This design comes from an exercise in tuning for small area on the open sky130 flow, not from production work.
In this exercise RTL edits were held to simulation tests only and were not proved equivalent to the original.
The clock port is modelled as an ideal driver; clocking choices that lean on that would not hold on a real chip.
No activity file was given, so power comes from the tool's default toggle rates.

==> v4: inputs <==
// Rs232_Controller
module Rs232_Controller(clk,reset,data_in,Rs232_Rxd,start_flag,data_out,done_flag,Rs232_Txd);
parameter N=8;
parameter n=8;
  input clk;   
  input reset; 
  input [(N*n)-1:0] data_in;  
  output start_flag;
  output [(N*n)-1:0] data_out; 
  output done_flag;
  input Rs232_Rxd;   
  output Rs232_Txd;  
  wire sample;  
 Rs232_Tx_nbytes tx(.clk(clk),
                    .reset(reset),
                    .tx_start_flag(start_flag),
                    .data_in(data_in),
                    .tx_done_flag(done_flag),
                    .Rs232_Txd(Rs232_Txd),
                    .rx_sample(sample));
 Rs232_Rx_nbytes Rx(.clk(clk),
                    .sample(sample),
                    .Rs232_Rxd(Rs232_Rxd),
                    .data_out(data_out));
endmodule  
==> module Rs232_Tx_nbytes, before the edit <==
module Rs232_Tx_nbytes(clk,reset,tx_start_flag,data_in,tx_done_flag,Rs232_Txd,rx_sample);
  parameter n = 8;  
  parameter N = 8;  
  parameter BAUD_RATE = 16'h28B0;  
  input clk;
  input reset;
  input [(N*n)-1:0] data_in;
  output tx_start_flag;
  output reg tx_done_flag;
  output Rs232_Txd;
  output rx_sample;
  reg [13:0] clk_count;
  reg [3:0] phase;
  reg [3:0] byte_count;
  reg [N-1:0] data;
  wire [2:0] sel = ~byte_count[2:0];
  wire stop      = phase[3] & phase[0];
  wire end_data  = clk_count[13] & clk_count[11] & clk_count[7] & clk_count[5] &
                   clk_count[3] & clk_count[2] & clk_count[1] & clk_count[0];   
  wire past_b    = clk_count[13] & clk_count[11] & clk_count[7] & clk_count[5] &
                   clk_count[4];                                                
  wire load      = stop & past_b & ~clk_count[0];                               
  wire end_stop  = past_b & clk_count[0];                                       
  wire bit_end   = stop ? end_stop : end_data;
  wire rx_window = clk_count[13] & clk_count[11] & clk_count[7] & clk_count[5];   
  always @(posedge clk) begin
    if (reset == 1'b0) begin
      clk_count    <= BAUD_RATE;
      phase        <= 4'b1111;
      byte_count   <= 4'd0;
      tx_done_flag <= 1'b0;
    end else begin
      if (bit_end) begin
        clk_count <= 14'd0;
        phase     <= stop ? 4'b1000 : phase - 4'd1;
      end else begin
        clk_count <= clk_count + 14'd1;
      end
      if (load) begin
        byte_count   <= byte_count + 4'd1;
        tx_done_flag <= tx_done_flag | byte_count[3];
      end
    end
  end
  always @(posedge clk)
    if (load)
      data <= data_in[sel*N +: N];
  assign Rs232_Txd     = tx_done_flag | (phase[3] ? phase[0] : data[phase[2:0]]);
  assign tx_start_flag = ~tx_done_flag & phase[3] & ~phase[0];
  assign rx_sample     = ~tx_done_flag & ~phase[3] & rx_window &
                         (clk_count[3:0] == ~byte_count);
endmodule
==> module Rs232_Rx_nbytes, before the edit <==
module Rs232_Rx_nbytes(clk,sample,Rs232_Rxd,data_out);
  parameter n = 8;  
  parameter N = 8;  
  input clk;
  input sample;
  input Rs232_Rxd;
  output reg [(N*n)-1:0] data_out;
  always @(posedge clk)
    if (sample)
      data_out <= {data_out[(N*n)-2:0], Rs232_Rxd};
endmodule
==> module Rs232_Controller, before the edit <==
module Rs232_Controller(clk,reset,data_in,Rs232_Rxd,start_flag,data_out,done_flag,Rs232_Txd);
parameter N=8;
parameter n=8;
  input clk;   
  input reset; 
  input [(N*n)-1:0] data_in;  
  output start_flag;
  output [(N*n)-1:0] data_out; 
  output done_flag;
  input Rs232_Rxd;   
  output Rs232_Txd;  
  wire sample;  
 Rs232_Tx_nbytes tx(.clk(clk),
                    .reset(reset),
                    .tx_start_flag(start_flag),
                    .data_in(data_in),
                    .tx_done_flag(done_flag),
                    .Rs232_Txd(Rs232_Txd),
                    .rx_sample(sample));
 Rs232_Rx_nbytes Rx(.clk(clk),
                    .sample(sample),
                    .Rs232_Rxd(Rs232_Rxd),
                    .data_out(data_out));
endmodule  
Settings: LEC_CHECK=0, ABC_AREA=1, CAP_MARGIN=20, CORE_MARGIN=2, CORE_UTILIZATION=40, SLEW_MARGIN=20; clock period 10.0 ns.
run.sh (not shown) runs the stock make flow with config.mk's settings and CLKGATE_MAP_FILE= SYNTH_SCRIPT=/design/flow/synth_recipe.tcl, a recipe that flattens the netlist after the stock synthesis.
==> inputs of v28, as changes to v4 <==
==> flow/design.v (replaced) <==
`timescale 1ns / 1ps
module Rs232_Tx_nbytes(clk,reset,tx_start_flag,tx_bit,tx_done_flag,Rs232_Txd,rx_sample,load,byte_sel);
  parameter n = 8;  
  parameter N = 8;  
  parameter BAUD_RATE = 16'h28B0;  
  input clk;
  input reset;
  input tx_bit;               
  output tx_start_flag;
  output tx_done_flag;
  output reg Rs232_Txd;
  output rx_sample;
  output load;
  output [2:0] byte_sel;
  reg [13:0] clk_count;
  reg [3:0] phase;
  reg [3:0] byte_count;
  wire tail      = phase[3] & phase[1] & ~phase[0];                            
  wire end_bit   = clk_count[13] & clk_count[11] & clk_count[7] & clk_count[5] &
                   clk_count[3] & clk_count[2] & clk_count[1] & clk_count[0];   
  wire bit_end   = tail ? clk_count[0] : end_bit;
  wire at_load   = tail & ~clk_count[0];
  wire rx_window = clk_count[13] & clk_count[11] & clk_count[7] & clk_count[5];   
  wire done      = byte_count[3] & byte_count[0];
  always @(posedge clk) begin
    if (reset == 1'b0) begin
      clk_count    <= 14'd0;
      phase        <= 4'b1110;
      byte_count   <= 4'd0;
      Rs232_Txd    <= 1'b1;
    end else begin
      if (bit_end) begin
        clk_count <= 14'd0;
        phase     <= tail ? 4'b1000 : phase - 4'd1;
        Rs232_Txd <= done | (phase[3] ? phase[0] | (~phase[1] & tx_bit)
                                        : (phase[2:0] == 3'd0) | tx_bit);
      end else begin
        clk_count <= clk_count + 14'd1;
      end
      if (at_load & ~done)
        byte_count <= byte_count + 4'd1;
    end
  end
  assign load          = at_load & ~byte_count[3];
  assign byte_sel      = ~byte_count[2:0];    
  assign tx_done_flag  = done;
  assign tx_start_flag = ~done & phase[3] & ~phase[1];
  assign rx_sample     = ~done & ~phase[3] & rx_window &
                         (clk_count[3:0] == ~byte_count);
endmodule
`timescale 1ns / 1ps
module Rs232_Rx_nbytes(clk,sample,Rs232_Rxd,load,byte_sel,data_in,data_out);
  parameter n = 8;  
  parameter N = 8;  
  input clk;
  input sample;
  input Rs232_Rxd;
  input load;
  input [2:0] byte_sel;
  input [(N*n)-1:0] data_in;
  output reg [(N*n)-1:0] data_out;
  reg [N-1:0] byte_in;
  integer k;
  always @(*) begin
    byte_in = {N{1'b0}};
    for (k = 0; k < n; k = k + 1)
      byte_in = byte_in | (data_in[k*N +: N] & {N{byte_sel == k}});
  end
  always @(posedge clk) begin
    if (sample)
      data_out <= {data_out[(N*n)-2:0], Rs232_Rxd};
    if (load)
      data_out[(N*n)-1 -: N] <= byte_in;
  end
endmodule
`timescale 1ns / 1ps
module Rs232_Controller(clk,reset,data_in,Rs232_Rxd,start_flag,data_out,done_flag,Rs232_Txd);
parameter N=8;
parameter n=8;
  input clk;   
  input reset; 
  input [(N*n)-1:0] data_in;  
  output start_flag;
  output [(N*n)-1:0] data_out; 
  output done_flag;
  input Rs232_Rxd;   
  output Rs232_Txd;  
  wire       sample;    
  wire       load;      
  wire [2:0] byte_sel;  
 Rs232_Tx_nbytes tx(.clk(clk),
                    .reset(reset),
                    .tx_start_flag(start_flag),
                    .tx_bit(data_out[(N*n)-1]),
                    .tx_done_flag(done_flag),
                    .Rs232_Txd(Rs232_Txd),
                    .rx_sample(sample),
                    .load(load),
                    .byte_sel(byte_sel));
 Rs232_Rx_nbytes Rx(.clk(clk),
                    .sample(sample),
                    .Rs232_Rxd(Rs232_Rxd),
                    .load(load),
                    .byte_sel(byte_sel),
                    .data_in(data_in),
                    .data_out(data_out));
endmodule  
==> flow/flow/run.sh (new file) <==
#!/bin/bash
# Standard layout, with the smallest buffer (buf_1) on each input and output port
# and clock tree synthesis without dummy loads.
set -euo pipefail
bash standard.sh "BUFFER_PORTS_ARGS=-buffer_cell sky130_fd_sc_hd__buf_1" \
  "CTS_ARGS=-sink_clustering_enable -repair_clock_nets -dont_use_dummy_load" finish > standard.log 2>&1
==> flow/standard.sh (new file) <==
#!/bin/bash
# synth_recipe.tcl (not shown) runs the flow's synth.tcl, then flattens the netlist and writes it again
# the make line also repeats each setting of config.mk as NAME=value (left out here)
make -C /OpenROAD-flow-scripts/flow DESIGN_CONFIG=/design/flow/config.mk WORK_HOME=/design/flow/orfs CLKGATE_MAP_FILE= SYNTH_SCRIPT=/design/flow/synth_recipe.tcl "${@:-finish}"
- ABC_AREA: 1 -> not set
- CORE_UTILIZATION: 40 -> 80
removed: flow/run.sh
==> summary of the runs <==
v28 never finished: it broke off in global routing (5_1_grt) on GRT-0232. v4 completed without violations. Against v4, the area after synthesis of v28 is smaller by 9.7%. Of v28 and v4, v4 has the higher synthesized cell count (gap about 30%, measured against v4).


==> inputs of run a <==
RTL: one of the versions met above, not the one the previous note started from.
Design Rs232_Controller, start of the top module:
module Rs232_Controller(clk,reset,data_in,Rs232_Rxd,start_flag,data_out,done_flag,Rs232_Txd);
parameter N=8;
parameter n=8;
  input clk;   
  input reset; 
  input [(N*n)-1:0] data_in;  
  output start_flag;
  output [(N*n)-1:0] data_out; 
  output done_flag;
  input Rs232_Rxd;   
  output Rs232_Txd;  
  wire       sample;    
  wire       load;      
  wire [2:0] byte_sel;  
 Rs232_Tx_nbytes tx(.clk(clk),
                    .reset(reset),
                    .tx_start_flag(start_flag),
                    .tx_bit(data_out[(N*n)-1]),
                    .tx_done_flag(done_flag),
                    .Rs232_Txd(Rs232_Txd),
                    .rx_sample(sample),
                    .load(load),
                    .byte_sel(byte_sel));
 Rs232_Rx_nbytes Rx(.clk(clk),
                    .sample(sample),
                    .Rs232_Rxd(Rs232_Rxd),
                    .load(load),
                    .byte_sel(byte_sel),
                    .data_in(data_in),
                    .data_out(data_out));
endmodule  
==> module Rs232_Rx_nbytes, before the edit <==
module Rs232_Rx_nbytes(clk,sample,Rs232_Rxd,load,byte_sel,data_in,data_out);
  parameter n = 8;  
  parameter N = 8;  
  input clk;
  input sample;
  input Rs232_Rxd;
  input load;
  input [2:0] byte_sel;
  input [(N*n)-1:0] data_in;
  output reg [(N*n)-1:0] data_out;
  reg [N-1:0] byte_in;
  integer k;
  always @(*) begin
    byte_in = {N{1'b0}};
    for (k = 0; k < n; k = k + 1)
      byte_in = byte_in | (data_in[k*N +: N] & {N{byte_sel == k}});
  end
  always @(posedge clk) begin
    if (sample)
      data_out <= {data_out[(N*n)-2:0], Rs232_Rxd};
    if (load)
      data_out[(N*n)-1 -: N] <= byte_in;
  end
endmodule
==> module Rs232_Controller, before the edit <==
module Rs232_Controller(clk,reset,data_in,Rs232_Rxd,start_flag,data_out,done_flag,Rs232_Txd);
parameter N=8;
parameter n=8;
  input clk;   
  input reset; 
  input [(N*n)-1:0] data_in;  
  output start_flag;
  output [(N*n)-1:0] data_out; 
  output done_flag;
  input Rs232_Rxd;   
  output Rs232_Txd;  
  wire       sample;    
  wire       load;      
  wire [2:0] byte_sel;  
 Rs232_Tx_nbytes tx(.clk(clk),
                    .reset(reset),
                    .tx_start_flag(start_flag),
                    .tx_bit(data_out[(N*n)-1]),
                    .tx_done_flag(done_flag),
                    .Rs232_Txd(Rs232_Txd),
                    .rx_sample(sample),
                    .load(load),
                    .byte_sel(byte_sel));
 Rs232_Rx_nbytes Rx(.clk(clk),
                    .sample(sample),
                    .Rs232_Rxd(Rs232_Rxd),
                    .load(load),
                    .byte_sel(byte_sel),
                    .data_in(data_in),
                    .data_out(data_out));
endmodule  
clock: 10.0 ns
lec_check: 0
cap_margin: 20
core_margin: 2
core_utilization: 40
slew_margin: 20
standard.sh (not shown) runs the stock make flow with config.mk's settings and CLKGATE_MAP_FILE= SYNTH_SCRIPT=/design/flow/synth_recipe.tcl, a recipe that flattens the netlist after the stock synthesis.
==> flow/flow/run.sh <==
#!/bin/bash
# Standard layout with three changes:
#  - the combinational logic of the standard synthesis is mapped again for
#    area (resynth.tcl); the registers are kept exactly as synthesised, and
#    equiv.tcl proves the new netlist equal to the standard one;
#  - the smallest buffer (buf_1) on each input and output port;
#  - clock tree synthesis without dummy loads.
set -euo pipefail
ARGS=("BUFFER_PORTS_ARGS=-buffer_cell sky130_fd_sc_hd__buf_1"
      "CTS_ARGS=-sink_clustering_enable -repair_clock_nets -dont_use_dummy_load")
bash standard.sh "${ARGS[@]}" synth > standard_synth.log 2>&1

RES=orfs/results/$FLOW_PLATFORM/Rs232_Controller/base
export LIB=$FLOW_HOME/platforms/sky130hd/lib/sky130_fd_sc_hd__tt_025C_1v80.lib
export TOP=$FLOW_TOP
export IN=$PWD/std_1_2_yosys.v
export OUT=$PWD/resynth_1_2_yosys.v
export ABC_SCRIPT=$PWD/flow/resynth.abc
cp $RES/1_2_yosys.v "$IN"
export SEQ_CELLS="$(grep -oE 'sky130_fd_sc_hd__(e|s|se)?df[a-z0-9_]+|sky130_fd_sc_hd__s?dl[a-z]*[xr][a-z0-9_]*|sky130_fd_sc_hd__s?dlclkp[a-z0-9_]*' "$IN" | sort -u | tr '\n' ' ')"
export DONT_USE="$(sed -n '/^export DONT_USE_CELLS/,/^$/p' $FLOW_HOME/platforms/sky130hd/config.mk | grep -oE 'sky130_fd_sc_hd__[a-z0-9_]+' | sed 's/^/-dont_use /' | tr '\n' ' ')"
yosys -c flow/resynth.tcl > resynth.log 2>&1
yosys -c flow/check.tcl > check.log 2>&1
yosys -c flow/equiv.tcl > equiv.log 2>&1
cp "$OUT" $RES/1_2_yosys.v

bash standard.sh "${ARGS[@]}" finish > standard.log 2>&1
==> flow/flow/check.tcl <==
# Checks the resynthesised netlist with the library cells as black boxes:
# every cell a library cell, no undriven or multiply driven net.
yosys read_liberty -lib $::env(LIB)
yosys read_verilog $::env(OUT)
yosys hierarchy -check -top $::env(TOP)
yosys check -assert -mapped
==> flow/flow/equiv.tcl <==
# Proves the resynthesised netlist equal to the standard one. Both keep the
# same register instances, so the registers are cut out (each one's pins
# become ports named after it) and the combinational logic around them, every
# other cell read as its function in the library, is proven equal by SAT.
yosys read_liberty -ignore_miss_func $::env(LIB)
yosys blackbox {*}$::env(SEQ_CELLS)
yosys read_verilog $::env(IN)
yosys rename $::env(TOP) gold
yosys read_verilog $::env(OUT)
yosys rename $::env(TOP) gate
yosys hierarchy -check
foreach c $::env(SEQ_CELLS) {
  yosys expose -evert gold/t:$c gate/t:$c
}
yosys flatten
yosys opt_clean
yosys miter -equiv -make_assert -flatten gold gate miter
yosys hierarchy -top miter
yosys sat -verify -prove-asserts
==> flow/flow/resynth.abc <==
strash
balance
rewrite
refactor
balance
rewrite
rewrite -z
balance
refactor -z
rewrite -z
balance
balance
rewrite
refactor
balance
rewrite
rewrite -z
balance
refactor -z
rewrite -z
balance
dch -f
amap -m -F 100
topo
dnsize
==> flow/flow/resynth.tcl <==
# Area resynthesis of the combinational logic of the standard synthesis's
# netlist. The registers stay as the standard synthesis made them (same
# instances, names and cell types): their cells are black boxes here, while
# every other cell is read as its logic function, flattened into the top and
# mapped again by ABC with an area-oriented script.
# Environment: LIB, IN (standard netlist), OUT, SEQ_CELLS, ABC_SCRIPT, DONT_USE.
yosys read_liberty -ignore_miss_func $::env(LIB)
yosys blackbox {*}$::env(SEQ_CELLS)
yosys read_verilog $::env(IN)
yosys hierarchy -top $::env(TOP)
yosys flatten
yosys opt_clean -purge
yosys abc -script $::env(ABC_SCRIPT) -liberty $::env(LIB) {*}$::env(DONT_USE)
yosys opt_clean -purge
yosys splitnets
yosys opt_clean -purge
yosys hilomap -singleton -hicell sky130_fd_sc_hd__conb_1 HI -locell sky130_fd_sc_hd__conb_1 LO
yosys insbuf -buf sky130_fd_sc_hd__buf_4 A X
yosys hierarchy -top $::env(TOP)
yosys stat -liberty $::env(LIB)
yosys write_verilog -noattr -nohex -nodec $::env(OUT)
==> run b: changes against run a <==
--- a/flow/design.v
+++ b/flow/design.v
@@ -50,8 +50,9 @@
 endmodule
 `timescale 1ns / 1ps
-module Rs232_Rx_nbytes(clk,sample,Rs232_Rxd,load,byte_sel,data_in,data_out);
+module Rs232_Rx_nbytes(clk,reset,sample,Rs232_Rxd,load,byte_sel,data_in,data_out);
   parameter n = 8;  
   parameter N = 8;  
   input clk;
+  input reset;
   input sample;
   input Rs232_Rxd;
@@ -67,10 +68,12 @@
       byte_in = byte_in | (data_in[k*N +: N] & {N{byte_sel == k}});
   end
-  always @(posedge clk) begin
-    if (sample)
-      data_out <= {data_out[(N*n)-2:0], Rs232_Rxd};
-    if (load)
-      data_out[(N*n)-1 -: N] <= byte_in;
-  end
+  wire [(N*n)-1:0] hold = {{N{~sample & ~load & reset}}, {(N*n)-N{~sample & reset}}};
+  wire [(N*n)-1:0] shifted = {data_out[(N*n)-2:0], Rs232_Rxd};
+  wire [(N*n)-1:0] next =
+    (data_out & hold) |
+    (shifted & {(N*n){sample}}) |
+    ({byte_in, {(N*n)-N{1'b0}}} & {(N*n){load}});
+  always @(posedge clk)
+    data_out <= next;
 endmodule
 `timescale 1ns / 1ps
@@ -99,4 +102,5 @@
                     .byte_sel(byte_sel));
  Rs232_Rx_nbytes Rx(.clk(clk),
+                    .reset(reset),
                     .sample(sample),
                     .Rs232_Rxd(Rs232_Rxd),
==> flow/flow/run.sh (replaced) <==
#!/bin/bash
# Standard layout with three changes:
#  - the combinational logic of the standard synthesis is mapped again for
#    area (resynth.tcl, with each flow/resynth_*.abc script, keeping the
#    smallest); the registers are kept exactly as synthesised, and
#    equiv.tcl proves the new netlist equal to the standard one;
#  - the smallest buffer (buf_1) on each input and output port;
#  - clock tree synthesis without dummy loads, then each clock buffer
#    downsized while every flip-flop clock pin's slew stays under 110 ps
#    (post_cts.tcl).
set -euo pipefail
ARGS=("BUFFER_PORTS_ARGS=-buffer_cell sky130_fd_sc_hd__buf_1"
      "CTS_ARGS=-sink_clustering_enable -repair_clock_nets -dont_use_dummy_load"
      "POST_CTS_TCL=$PWD/flow/post_cts.tcl" "CLK_LEAF_SLEW_NS=0.110")
bash standard.sh "${ARGS[@]}" synth > standard_synth.log 2>&1

RES=orfs/results/$FLOW_PLATFORM/Rs232_Controller/base
export LIB=$FLOW_HOME/platforms/sky130hd/lib/sky130_fd_sc_hd__tt_025C_1v80.lib
export TOP=$FLOW_TOP
export IN=$PWD/std_1_2_yosys.v
export OUT=$PWD/resynth_1_2_yosys.v
cp $RES/1_2_yosys.v "$IN"
export SEQ_CELLS="$(grep -oE 'sky130_fd_sc_hd__(e|s|se)?df[a-z0-9_]+|sky130_fd_sc_hd__s?dl[a-z]*[xr][a-z0-9_]*|sky130_fd_sc_hd__s?dlclkp[a-z0-9_]*' "$IN" | sort -u | tr '\n' ' ')"
export DONT_USE="$(sed -n '/^export DONT_USE_CELLS/,/^$/p' $FLOW_HOME/platforms/sky130hd/config.mk | grep -oE 'sky130_fd_sc_hd__[a-z0-9_]+' | sed 's/^/-dont_use /' | tr '\n' ' ')"
# Map with each ABC script and keep the smallest result.
best=""; best_area=""
for abc in flow/resynth_*.abc; do
  tag=$(basename "$abc" .abc)
  ABC_SCRIPT=$PWD/$abc OUT=$PWD/$tag.v yosys -c flow/resynth.tcl > $tag.log 2>&1
  area=$(grep "Chip area" $tag.log | tail -1 | awk '{print $NF}')
  echo "$tag $area" >> resynth_areas.txt
  if [[ -z "$best" ]] || awk -v a="$area" -v b="$best_area" 'BEGIN{exit !(a < b)}'; then
    best=$tag; best_area=$area
  fi
done
echo "chosen $best $best_area" >> resynth_areas.txt
cp $best.v "$OUT"
yosys -c flow/check.tcl > check.log 2>&1
yosys -c flow/equiv.tcl > equiv.log 2>&1
cp "$OUT" $RES/1_2_yosys.v

bash standard.sh "${ARGS[@]}" finish > standard.log 2>&1
==> flow/flow/post_cts.tcl (new file) <==
# ORFS POST_CTS_TCL hook: downsize the clock tree's buffers. Each clkbuf,
# leaves (those driving only flip-flop clock pins) first, takes the smallest
# size at which the worst slew over all flip-flop clock pins, with placement
# parasitics, stays at or below CLK_LEAF_SLEW_NS.
set limit [expr {[info exists ::env(CLK_LEAF_SLEW_NS)] ? $::env(CLK_LEAF_SLEW_NS) : 0.100}]
set sizes {sky130_fd_sc_hd__clkbuf_1 sky130_fd_sc_hd__clkbuf_2 sky130_fd_sc_hd__clkbuf_4 sky130_fd_sc_hd__clkbuf_8 sky130_fd_sc_hd__clkbuf_16}
set ::post_cts_clk_pins {}
foreach p [get_pins -hierarchical */CLK] { lappend ::post_cts_clk_pins $p }
proc worst_clk_slew {} {
  set w 0
  foreach p $::post_cts_clk_pins {
    set s [get_property $p slew_max]
    if {$s > $w} { set w $s }
  }
  return $w
}
set leaves {}
set others {}
foreach inst [get_cells -hierarchical *] {
  if {![string match sky130_fd_sc_hd__clkbuf_* [get_property $inst ref_name]]} { continue }
  set out [get_pins -of_objects $inst -filter "direction == output"]
  set leaf 1
  foreach p [get_pins -of_objects [get_nets -of_objects $out] -filter "direction == input"] {
    if {[get_property $p name] ne "CLK"} { set leaf 0; break }
  }
  if {$leaf} { lappend leaves $inst } else { lappend others $inst }
}
estimate_parasitics -placement
puts "post_cts: worst clock pin slew [format %.1f [expr {[worst_clk_slew] * 1e3}]] ps before"
foreach inst [concat $leaves $others] {
  set ref [get_property $inst ref_name]
  foreach cell $sizes {
    if {$cell eq $ref} { break }
    replace_cell $inst [get_lib_cells */$cell]
    estimate_parasitics -placement
    if {[worst_clk_slew] <= $limit} {
      puts "post_cts: [get_name $inst] $ref -> $cell"
      set ref $cell
      break
    }
    replace_cell $inst [get_lib_cells */$ref]
    estimate_parasitics -placement
  }
}
puts "post_cts: worst clock pin slew [format %.1f [expr {[worst_clk_slew] * 1e3}]] ps after"
==> flow/flow/resynth_a.abc (new file) <==
strash
balance
rewrite
refactor
balance
rewrite
rewrite -z
balance
refactor -z
rewrite -z
balance
balance
rewrite
refactor
balance
rewrite
rewrite -z
balance
refactor -z
rewrite -z
balance
dch -f
amap -m -F 100
topo
dnsize
==> flow/flow/resynth_c.abc (new file) <==
strash
balance
rewrite
refactor
balance
rewrite
rewrite -z
balance
refactor -z
rewrite -z
balance
balance
rewrite
refactor
balance
rewrite
rewrite -z
balance
refactor -z
rewrite -z
balance
&get -n
&dch -f
&nf -R 1000
&put
==> flow/flow/resynth_e.abc (new file) <==
strash
balance
rewrite
refactor
balance
rewrite
rewrite -z
balance
refactor -z
rewrite -z
balance
balance
rewrite
refactor
balance
rewrite
rewrite -z
balance
refactor -z
rewrite -z
balance
dch -f
amap -m -F 100
topo
dnsize
strash
balance
rewrite
refactor
balance
rewrite
rewrite -z
balance
refactor -z
rewrite -z
balance
dch -f
amap -m -F 100
topo
dnsize
==> flow/flow/resynth_k.abc (new file) <==
strash
balance
rewrite
refactor
balance
rewrite
rewrite -z
balance
refactor -z
rewrite -z
balance
dc2
balance
rewrite
refactor
balance
rewrite
rewrite -z
balance
refactor -z
rewrite -z
balance
dch -f
amap -m -F 100
topo
dnsize
==> flow/flow/resynth_p.abc (new file) <==
strash
balance
rewrite
refactor
balance
rewrite
rewrite -z
balance
refactor -z
rewrite -z
balance
balance
rewrite
refactor
balance
rewrite
rewrite -z
balance
refactor -z
rewrite -z
balance
&get -n
&dc2
&dch -f
&nf -R 1000
&put
==> flow/flow/resynth_q.abc (new file) <==
strash
balance
rewrite
refactor
balance
rewrite
rewrite -z
balance
refactor -z
rewrite -z
balance
balance
rewrite
refactor
balance
rewrite
rewrite -z
balance
refactor -z
rewrite -z
balance
&get -n
&dc2
&dch
&nf -R 1000
&put
--- a/flow/config.mk
+++ b/flow/config.mk
@@ -8,4 +8,4 @@
 export CAP_MARGIN = 20
 export CORE_MARGIN = 2
-export CORE_UTILIZATION = 40
+export CORE_UTILIZATION = 65
 export SLEW_MARGIN = 20
removed: flow/flow/resynth.abc
==> summary.md <==
| Metric | Value |
|---|---|
| Outcome | no timing/DRC/antenna violations |
| DR WL met3 | 571 um |
| Pwr Density | 163 mW/mm^2 |
| Vias in the first global route | 2622 |
| Number of iterations in the first detailed-routing pass | 5 |
| Fmax | 287 MHz |
| M1 wire length | 3.34 mm |
| Reg-to-reg startpoint | tx.byte_count[2] |
-- figures above: run b

==> summary.md <==
| Metric | Value |
|---|---|
| M1 wire length | 3.17 mm |
| Fmax | 286 MHz |
| Reg-to-reg startpoint | tx.phase[3] |
| DR WL met3 | 697 um |
| Most common cell after layout, fill and taps aside | buf_1 |
| Pwr Density | 201 mW/mm^2 |
| Outcome | no timing/DRC/antenna violations |
| Vias in the first global route | 2282 |
| Antenna violations before repair | 0 |
-- figures above: run a

[afterwards: timing with drivers on the ports]
Ports are ideal in the flow. The routed layouts listed here were re-timed in OpenROAD.
Step 1 sets driving cells, clkbuf_16 on the clock port and buf_2 on the other inputs (assumed; they add their load-dependent delay and slew).
Step 2 adds t to the input delays and takes it off the output delays; t is the mean of the earliest and latest rising clock arrival at the registers after step 1. Input paths then give back, and output paths get back, about the clock's delay inside the block.
a / b / c = ideal ports / drivers / drivers and shift; a / b = the first two.
run	t (ns)	setup WS [ns]	hold slack, ns	worst setup path after step 2	cell pins on the clock port's net
v4	0.385	6.002 / 5.972 / 6.356	0.452 / 0.452 / 0.452	register to output	1
run a	0.365	6.506 / 6.476 / 6.842	0.435 / 0.435 / 0.435	register to output	1
run b	0.488	6.515 / 6.489 / 6.147	0.487 / 0.487 / 0.487	input to register	1
After both steps setup and hold are still met in every run listed. The setup slack of run b, which loses most, moves by -0.026 ns with the drivers and by -0.368 ns with both steps.
